What follows belongs to an exercise in optimizing a design on an open flow for small area and a short achievable clock period; a production flow would make more cautious choices.
Only simulation tests tie the RTL to the original design; equivalence was not proved.

==> 03-22 <==
Design dadda_32_reg, start of the top module:
module dadda_32_reg(clk, A, B, Y);
    input clk;
    input [31:0] A;
    input [31:0] B;
    output reg [63:0] Y;
    reg [31:0] a_r, b_r;
    wire [63:0] p;
    dadda_32 mult(.A(a_r), .B(b_r), .Y(p));
    always @(posedge clk) begin
        a_r <= A;
        b_r <= B;
        Y   <= p;
    end
endmodule
clock: 24.0 ns
lec_check: 0
cap_margin: 20
core_margin: 2
core_utilization: 55
slew_margin: 20
synth_hierarchical: 1
synth_minimum_keep_size: 0
standard.sh (not shown) runs the stock make flow with config.mk's settings and CLKGATE_MAP_FILE= SYNTH_SCRIPT=/design/flow/synth_recipe.tcl, a recipe that flattens the netlist after the stock synthesis.
==> flow/flow/run.sh <==
#!/bin/bash
# The standard layout, with timing repair aiming for a setup slack of
# 17.75 ns at the design's 24 ns clock, so that the achieved period shrinks,
# the smallest buffer on each port, and a light load in ABC's mapping so that
# the single-gate modules map to the smallest cells (timing repair sizes them).
bash standard.sh SETUP_SLACK_MARGIN=17.75 'BUFFER_PORTS_ARGS=-buffer_cell sky130_fd_sc_hd__buf_1' ABC_LOAD_IN_FF=1 finish > standard.log 2>&1
==> inputs of 03-15, as changes to 03-22 <==
==> flow/flow/run.sh (replaced) <==
#!/bin/bash
# The standard layout, with timing repair aiming for a setup slack of
# 18.25 ns at the design's 24 ns clock, so that the achieved period shrinks,
# the smallest buffer on each port, and a light load in ABC's mapping so that
# the single-gate modules map to the smallest cells (timing repair sizes them).
bash standard.sh SETUP_SLACK_MARGIN=18.25 'BUFFER_PORTS_ARGS=-buffer_cell sky130_fd_sc_hd__buf_1' ABC_LOAD_IN_FF=1 finish > standard.log 2>&1
--- a/flow/config.mk
+++ b/flow/config.mk
@@ -9,4 +9,5 @@
 export CORE_MARGIN = 2
 export CORE_UTILIZATION = 55
+export CTS_BUF_LIST = sky130_fd_sc_hd__clkbuf_8
 export SLEW_MARGIN = 20
 export SYNTH_HIERARCHICAL = 1
==> inputs of 11-02, as changes to 03-22 <==
==> flow/flow/run.sh (replaced) <==
#!/bin/bash
# The standard layout, with timing repair aiming for a setup slack of
# 18 ns at the design's 24 ns clock, so that the achieved period shrinks,
# the smallest buffer on each port, and a light load in ABC's mapping so that
# the single-gate modules map to the smallest cells (timing repair sizes them).
bash standard.sh SETUP_SLACK_MARGIN=18 'BUFFER_PORTS_ARGS=-buffer_cell sky130_fd_sc_hd__buf_1' ABC_LOAD_IN_FF=1 finish > standard.log 2>&1
--- a/flow/config.mk
+++ b/flow/config.mk
@@ -9,4 +9,5 @@
 export CORE_MARGIN = 2
 export CORE_UTILIZATION = 55
+export CTS_BUF_LIST = sky130_fd_sc_hd__clkbuf_4 sky130_fd_sc_hd__clkbuf_8
 export SLEW_MARGIN = 20
 export SYNTH_HIERARCHICAL = 1
==> inputs of 09-18, as changes to 03-22 <==
==> flow/flow/run.sh (replaced) <==
#!/bin/bash
# The standard layout, with timing repair aiming for a setup slack of
# 18 ns at the design's 24 ns clock, so that the achieved period shrinks,
# the smallest buffer on each port, and a light load in ABC's mapping so that
# the single-gate modules map to the smallest cells (timing repair sizes them).
bash standard.sh SETUP_SLACK_MARGIN=18 'BUFFER_PORTS_ARGS=-buffer_cell sky130_fd_sc_hd__buf_1' ABC_LOAD_IN_FF=1 finish > standard.log 2>&1
==> run summary <==
Worst Path Max Fanout: 09-18 12; 03-15 1; 03-22 32; 11-02 1
Multi-input logic portion of the cell area: 09-18 0.796; 03-15 0.768; 03-22 0.807; 11-02 0.801
Via density per instance: 09-18 6.88; 03-15 6.97; 03-22 6.77; 11-02 6.88
Setup WS pre-CTS: 09-18 16,760 ps; 03-15 16,970 ps; 03-22 17,050 ps; 11-02 16,760 ps
Final worst-path setup slack: 09-18 18,050 ps; 03-15 18,150 ps; 03-22 17,900 ps; 11-02 18,060 ps
Total of cells resized after clock tree synthesis: 09-18 78; 03-15 329; 03-22 39; 11-02 79
Total number of vias: 09-18 23,152; 03-15 23,906; 03-22 22,537; 11-02 23,171
Slew margin rel.: 09-18 0.389; 03-15 0.444; 03-22 0.339; 11-02 0.426
GR Util All Layers: 09-18 0.443; 03-15 0.459; 03-22 0.424; 11-02 0.443
Met3 WL post-DR: 09-18 14,800 microns; 03-15 17,900 microns; 03-22 13,200 microns; 11-02 15,300 microns
Run status: 09-18 finished clean; 03-15 finished clean; 03-22 finished clean; 11-02 finished clean
Setup fix buffers added after clock tree synthesis: 09-18 24; 03-15 36; 03-22 5; 11-02 25
Largest net degree at the start of global routing: 09-18 36; 03-15 36; 03-22 40; 11-02 36
Worst reg2reg endpoint: 09-18 Y[51]; 03-15 Y[43]; 03-22 Y[42]; 11-02 Y[23]
Met3 global-route usage: 09-18 0.157; 03-15 0.178; 03-22 0.142; 11-02 0.161
Global-route track usage on met1: 09-18 0.562; 03-15 0.571; 03-22 0.546; 11-02 0.561
Startpoint of the most critical hold path: 09-18 b_r[0]; 03-15 b_r[0]; 03-22 b_r[1]; 11-02 b_r[0]
Max Clock Freq: 09-18 0.168 GHz; 03-15 0.171 GHz; 03-22 0.164 GHz; 11-02 0.168 GHz
First-pass GRT wire length: 09-18 154,000 microns; 03-15 160,000 microns; 03-22 149,000 microns; 11-02 154,000 microns
Final Non-Filler Cells: 09-18 3,363; 03-15 3,432; 03-22 3,327; 11-02 3,367
Endpoint of the worst setup timing path: 09-18 Y[51]; 03-15 Y[23]; 03-22 Y[42]; 11-02 Y[29]
Critical path's slowest cell: 09-18 sky130_fd_sc_hd__fa_1; 03-15 sky130_fd_sc_hd__dfxtp_2; 03-22 sky130_fd_sc_hd__fa_1; 11-02 sky130_fd_sc_hd__dfxtp_1

## static timing again, ports no longer ideal
Ports are ideal in the flow. The routed layouts listed here were re-timed in OpenROAD.
Step 1 assumes that a clkbuf_16 drives the clock port and a buf_2 every other input.
Step 2 times the ports against the registers' clock, not the clock port: input delays grow and output delays shrink by t, the midpoint of the rising clock arrivals with the driver on.
a / b / c = ideal / step 1 / step 2; a / b = the first two.
| run | t, ns | setup WS [ns] | worst setup path after step 2 | pins driven straight from the clock port |
|---|---|---|---|---|
| 03-22 | 0.556 | 17.898 / 17.898 / 17.898 | register to register | 1 |
| 03-15 | 0.625 | 18.155 / 18.096 / 18.171 | register to register | 1 |
| 11-02 | 0.631 | 18.057 / 17.999 / 18.089 | register to register | 1 |
| 09-18 | 0.552 | 18.053 / 18.053 / 18.053 | register to register | 1 |
After both steps every run listed still meets setup and hold.
